Source: an optimization exercise on an open RTL-to-GDS flow (aim: small area, a short achievable clock period and few clock cycles). Production flows keep margins and buffers that such runs may drop. RTL that was checked went through simulation tests only; none was proved equivalent to the original. Power and IR drop assume default switching activity.

## the previous run
// y86_pipe
module y86_pipe(clk, rst, imem_addr, imem_data, dmem_addr, dmem_wdata, dmem_we, dmem_rdata, stat);
Size in the first run: ~1300 flip-flops, about 240 I/O pins.
==> module y86_exec, before the edit <==
module y86_exec(icode, ifun, rA, rB, valC, selA, selB, iniA, iniB, fwdA, fwdB, rf, m_valE, zf, lt, ok,
                act, ft, ftold, taken,
                valA, valE, addr, addr_bad, n_zf, n_lt, cnd, isop, mem, memwr, load, isret, call,
                dstE, dstM);
input [3:0]  icode, ifun, rA, rB;
input [63:0] valC;
input [14:0] selA, selB;
input [8:0]  iniA, iniB;
input        fwdA, fwdB;
input [64*15-1:0] rf;
input [63:0] m_valE;
input        zf, lt, ok;
input        act;
input [3:0]  ft;
input        ftold;
output       taken;
output [63:0] valA, valE;
output [10:0] addr;
output       addr_bad, n_zf, n_lt, cnd, isop, mem, memwr, load, isret, call;
output [3:0] dstE, dstM;
localparam [3:0] RNONE = 4'hF, RSP = 4'h4;
wire i_rr   = (icode == 4'h2);
wire i_ir   = (icode == 4'h3);
wire i_rm   = (icode == 4'h4);
wire i_mr   = (icode == 4'h5);
wire i_op   = (icode == 4'h6);
wire i_call = (icode == 4'h8);
wire i_ret  = (icode == 4'h9);
wire i_push = (icode == 4'hA);
wire i_pop  = (icode == 4'hB);
wire [63:0] valB;
y86_rdport rpa(.sel(selA), .ini(iniA), .rf(rf), .fwd(fwdA), .fval(m_valE), .val(valA));
y86_rdport rpb(.sel(selB), .ini(iniB), .rf(rf), .fwd(fwdB), .fval(m_valE), .val(valB));
reg [63:0] aluA, aluB;
always @(*) begin
    case (icode)
        4'h2, 4'h6:        aluA = valA;
        4'h3, 4'h4, 4'h5:  aluA = valC;
        4'h8, 4'hA:        aluA = -64'd8;
        4'h9, 4'hB:        aluA = 64'd8;
        default:           aluA = 64'd0;
    endcase
    case (icode)
        4'h4, 4'h5, 4'h6, 4'h8, 4'h9, 4'hA, 4'hB: aluB = valB;
        default:                                  aluB = 64'd0;
    endcase
end
wire [1:0] fn = i_op ? ifun[1:0] : 2'b00;
wire big;
y86_alu alu(.fn(fn), .a(aluA), .b(aluB), .e(valE), .zf(n_zf), .lt(n_lt), .big(big));
assign isop = i_op;
wire [1:0] fl = {n_zf, n_lt};
assign taken = (act & i_op) ? ft[fl] : ftold;
reg c;
always @(*) begin
    case (ifun)
        4'h0: c = 1'b1;
        4'h1: c = lt | zf;
        4'h2: c = lt;
        4'h3: c = zf;
        4'h4: c = ~zf;
        4'h5: c = ~lt;
        4'h6: c = ~lt & ~zf;
        default: c = 1'b0;
    endcase
end
assign cnd = c;
assign memwr = i_rm | i_push | i_call;
assign mem   = ok & (i_mr | i_pop | i_ret | memwr);
assign load  = i_mr | i_pop;
assign isret = i_ret;
assign call  = i_call;
wire spaddr = i_pop | i_ret;
assign addr = spaddr ? valB[10:0] : valE[10:0];
assign addr_bad = spaddr ? (valB > 64'd2000) : big;
assign dstE = (i_op | i_ir | (i_rr & c)) ? rB :
              (i_call | i_ret | i_push | i_pop) ? RSP : RNONE;
assign dstM = (i_mr | i_pop) ? rA : RNONE;
endmodule
==> module y86_alu, before the edit <==
module y86_alu(fn, a, b, e, zf, lt, big);
input [1:0] fn;
input [63:0] a, b;
output [63:0] e;
output zf, lt;
output big;      
wire sub = (fn == 2'b01);
wire [63:0] a2 = sub ? ~a : a;
wire [63:0] p = b ^ a2;
wire [63:0] g = b & a2;
wire [63:0] G [0:6];
wire [63:0] P [0:6];
assign G[0] = {g[63:1], g[0] | (p[0] & sub)};
assign P[0] = p;
genvar k, i;
generate
for (k = 0; k < 6; k = k + 1) begin : lvl
    for (i = 0; i < 64; i = i + 1) begin : bt
        if (((i >> k) & 1) == 1) begin : comb
            assign G[k+1][i] = G[k][i] | (P[k][i] & G[k][((i >> k) << k) - 1]);
            assign P[k+1][i] = P[k][i] & P[k][((i >> k) << k) - 1];
        end else begin : pass
            assign G[k+1][i] = G[k][i];
            assign P[k+1][i] = P[k][i];
        end
    end
end
endgenerate
wire [64:0] c = {G[6], sub};      
wire [63:0] sum = p ^ c[63:0];
assign e = (fn == 2'b10) ? g : (fn == 2'b11) ? p : sum;
wire [63:0] zneed = {a2[62:0] | b[62:0], sub};
wire zhi = &(p[63:12] ~^ zneed[63:12]);
wire z_sum = zhi & (&(p[11:0] ~^ zneed[11:0]));
wire [10:0] sl = sum[10:0];
assign big = ~(zhi & (p[11] ~^ c[11])) |
             (&sl[10:6] & (sl[5] | (sl[4] & (|sl[3:0]))));
wire z_and = ~|g;
wire z_xor = ~|p;
assign zf = (fn == 2'b10) ? z_and : (fn == 2'b11) ? z_xor : z_sum;
assign lt = (fn == 2'b10) ? g[63] : (fn == 2'b11) ? p[63] : (p[63] ^ c[64]);
endmodule
export LEC_CHECK = 0
export CAP_MARGIN = 20
export CORE_MARGIN = 2
export CORE_UTILIZATION = 55
export SLEW_MARGIN = 20
export SYNTH_HIERARCHICAL = 1
create_clock -name core_clock -period 28.0 [get_ports {clk}]
standard.sh (not shown) runs the stock make flow with config.mk's settings and CLKGATE_MAP_FILE= SYNTH_SCRIPT=/design/flow/synth_recipe.tcl, a recipe that flattens the netlist after the stock synthesis.
==> flow/flow/run.sh <==
#!/bin/bash
# The standard ORFS layout (the standard.sh, unchanged synthesis) with:
#  - repair_timing asked to leave extra setup slack (sized for a faster clock),
#    without gate cloning;
#  - ports buffered with buf_2 cells;
#  - clock tree: larger sink clusters and no dummy balancing loads.
# The log of the ORFS run is kept in standard.log; ORFS's per-step logs are
# under orfs/logs.
set -e
bash standard.sh SETUP_SLACK_MARGIN=21.0 SKIP_GATE_CLONING=1 \
  "BUFFER_PORTS_ARGS=-buffer_cell sky130_fd_sc_hd__buf_2" \
  "CTS_ARGS=-sink_clustering_enable -repair_clock_nets -dont_use_dummy_load -sink_clustering_size 22 -sink_clustering_max_diameter 80" \
  finish > standard.log 2>&1
--- input diff the previous run..the current run ---
==> flow/design.v, changed modules only <==
module y86_exec(icode, ifun, rA, rB, valC, selA, selB, iniA, iniB, fwdA, fwdB, rf, m_valE, zf, lt, ok,
                act, ft, ftold, taken,
                valA, valE, addr, addr_bad, n_zf, n_lt, cnd, isop, mem, memwr, load, isret, call,
                dstE, dstM);
input [3:0]  icode, ifun, rA, rB;
input [63:0] valC;
input [14:0] selA, selB;
input [8:0]  iniA, iniB;
input        fwdA, fwdB;
input [64*15-1:0] rf;
input [63:0] m_valE;
input        zf, lt, ok;
input        act;
input [3:0]  ft;
input        ftold;
output       taken;
output [63:0] valA, valE;
output [10:0] addr;
output       addr_bad, n_zf, n_lt, cnd, isop, mem, memwr, load, isret, call;
output [3:0] dstE, dstM;
localparam [3:0] RNONE = 4'hF, RSP = 4'h4;
wire i_rr   = (icode == 4'h2);
wire i_ir   = (icode == 4'h3);
wire i_rm   = (icode == 4'h4);
wire i_mr   = (icode == 4'h5);
wire i_op   = (icode == 4'h6);
wire i_call = (icode == 4'h8);
wire i_ret  = (icode == 4'h9);
wire i_push = (icode == 4'hA);
wire i_pop  = (icode == 4'hB);
wire [63:0] valB;
y86_rdport rpa(.sel(selA), .ini(iniA), .rf(rf), .fwd(fwdA), .fval(m_valE), .val(valA));
y86_rdport rpb(.sel(selB), .ini(iniB), .rf(rf), .fwd(fwdB), .fval(m_valE), .val(valB));
reg [63:0] aluA, aluB;
always @(*) begin
    case (icode)
        4'h2, 4'h6:        aluA = valA;
        4'h3, 4'h4, 4'h5:  aluA = valC;
        4'h8, 4'hA:        aluA = -64'd8;
        4'h9, 4'hB:        aluA = 64'd8;
        default:           aluA = 64'd0;
    endcase
    case (icode)
        4'h4, 4'h5, 4'h6, 4'h8, 4'h9, 4'hA, 4'hB: aluB = valB;
        default:                                  aluB = 64'd0;
    endcase
end
wire [1:0] fn = i_op ? ifun[1:0] : 2'b00;
y86_alu alu(.fn(fn), .a(aluA), .b(aluB), .e(valE), .zf(n_zf), .lt(n_lt));
assign isop = i_op;
wire [1:0] fl = {n_zf, n_lt};
assign taken = (act & i_op) ? ft[fl] : ftold;
reg c;
always @(*) begin
    case (ifun)
        4'h0: c = 1'b1;
        4'h1: c = lt | zf;
        4'h2: c = lt;
        4'h3: c = zf;
        4'h4: c = ~zf;
        4'h5: c = ~lt;
        4'h6: c = ~lt & ~zf;
        default: c = 1'b0;
    endcase
end
assign cnd = c;
assign memwr = i_rm | i_push | i_call;
assign mem   = ok & (i_mr | i_pop | i_ret | memwr);
assign load  = i_mr | i_pop;
assign isret = i_ret;
assign call  = i_call;
wire spaddr = i_pop | i_ret;
assign addr = spaddr ? valB[10:0] : valE[10:0];
assign addr_bad = spaddr ? (valB > 64'd2000) : (valE > 64'd2000);
assign dstE = (i_op | i_ir | (i_rr & c)) ? rB :
              (i_call | i_ret | i_push | i_pop) ? RSP : RNONE;
assign dstM = (i_mr | i_pop) ? rA : RNONE;
endmodule
module y86_alu(fn, a, b, e, zf, lt);
input [1:0] fn;
input [63:0] a, b;
output [63:0] e;
output zf, lt;
wire sub = (fn == 2'b01);
wire [63:0] a2 = sub ? ~a : a;
wire [63:0] p = b ^ a2;
wire [63:0] g = b & a2;
wire [63:0] G [0:6];
wire [63:0] P [0:6];
assign G[0] = {g[63:1], g[0] | (p[0] & sub)};
assign P[0] = p;
genvar k, i;
generate
for (k = 0; k < 6; k = k + 1) begin : lvl
    for (i = 0; i < 64; i = i + 1) begin : bt
        if (((i >> k) & 1) == 1) begin : comb
            assign G[k+1][i] = G[k][i] | (P[k][i] & G[k][((i >> k) << k) - 1]);
            assign P[k+1][i] = P[k][i] & P[k][((i >> k) << k) - 1];
        end else begin : pass
            assign G[k+1][i] = G[k][i];
            assign P[k+1][i] = P[k][i];
        end
    end
end
endgenerate
wire [64:0] c = {G[6], sub};      
wire [63:0] sum = p ^ c[63:0];
assign e = (fn == 2'b10) ? g : (fn == 2'b11) ? p : sum;
wire [63:0] zneed = {a2[62:0] | b[62:0], sub};
wire z_sum = &(p ~^ zneed);
wire z_and = ~|g;
wire z_xor = ~|p;
assign zf = (fn == 2'b10) ? z_and : (fn == 2'b11) ? z_xor : z_sum;
assign lt = (fn == 2'b10) ? g[63] : (fn == 2'b11) ? p[63] : (p[63] ^ c[64]);
endmodule
- On sequential standard cell area, the current run and the previous run are basically level.
- Going from the previous run to the current run, final critical path time including I/O delays and setup lost 0.22 ns; number of gates resized after cts picked up an extra 11; antenna diode instance count lost 5; via count lost 271; post-synthesis instance area lost 0.34%.
- The current run ended up with a lower buffers plus inverters on the worst setup path than the previous run did.
- On power, the previous run loses to the current run.
- Per the comparison of the current run with the previous run, part of the cycle the worst path needs decreased 0.77 points; total power density per cell area decreased 0.69%.
- The previous run ended up with x_selA[9]$_DFF_P_ as its launching element of the worst setup path; the current run ended up with imem_data[7].
Testbench counts of the current run, summed over its fixed seeds: cycles 14,933.
Only the layout flow was run in the previous run; the RTL was not checked for function there.

port drivers added, routing unchanged:
In the flow no input, the clock included, has a driving cell. The finished layouts below were timed again as built, in two steps.
Step 1, drivers: a clkbuf_16 drives clk and a buf_2 each remaining input, both assumed.
Step 2 moves the port delays by t, midway between the first and last clock arrival at a register: inputs arrive t later, outputs are due t later. That takes back most of the time a late clock gives input paths.
Three values: ideal ports, drivers, drivers and shift; two values: the first two.
| run | t, ns | setup WS [ns] | hold slack, ns | latest minus earliest clock arrival (ns) | pins driven straight from the clock port |
|---|---|---|---|---|---|
| the previous run | 0.730 | 20.448 / 20.448 / 19.941 | 0.482 / 0.482 / 0.482 | 0.071 / 0.071 | 1 |
| the current run | 0.754 | 20.663 / 20.692 / 19.938 | 0.456 / 0.456 / 0.456 | 0.080 / 0.079 | 1 |
After both steps every run listed still meets setup and hold. The setup slack of the current run, which loses most, moves by +0.029 ns with the drivers and by -0.725 ns with both steps.
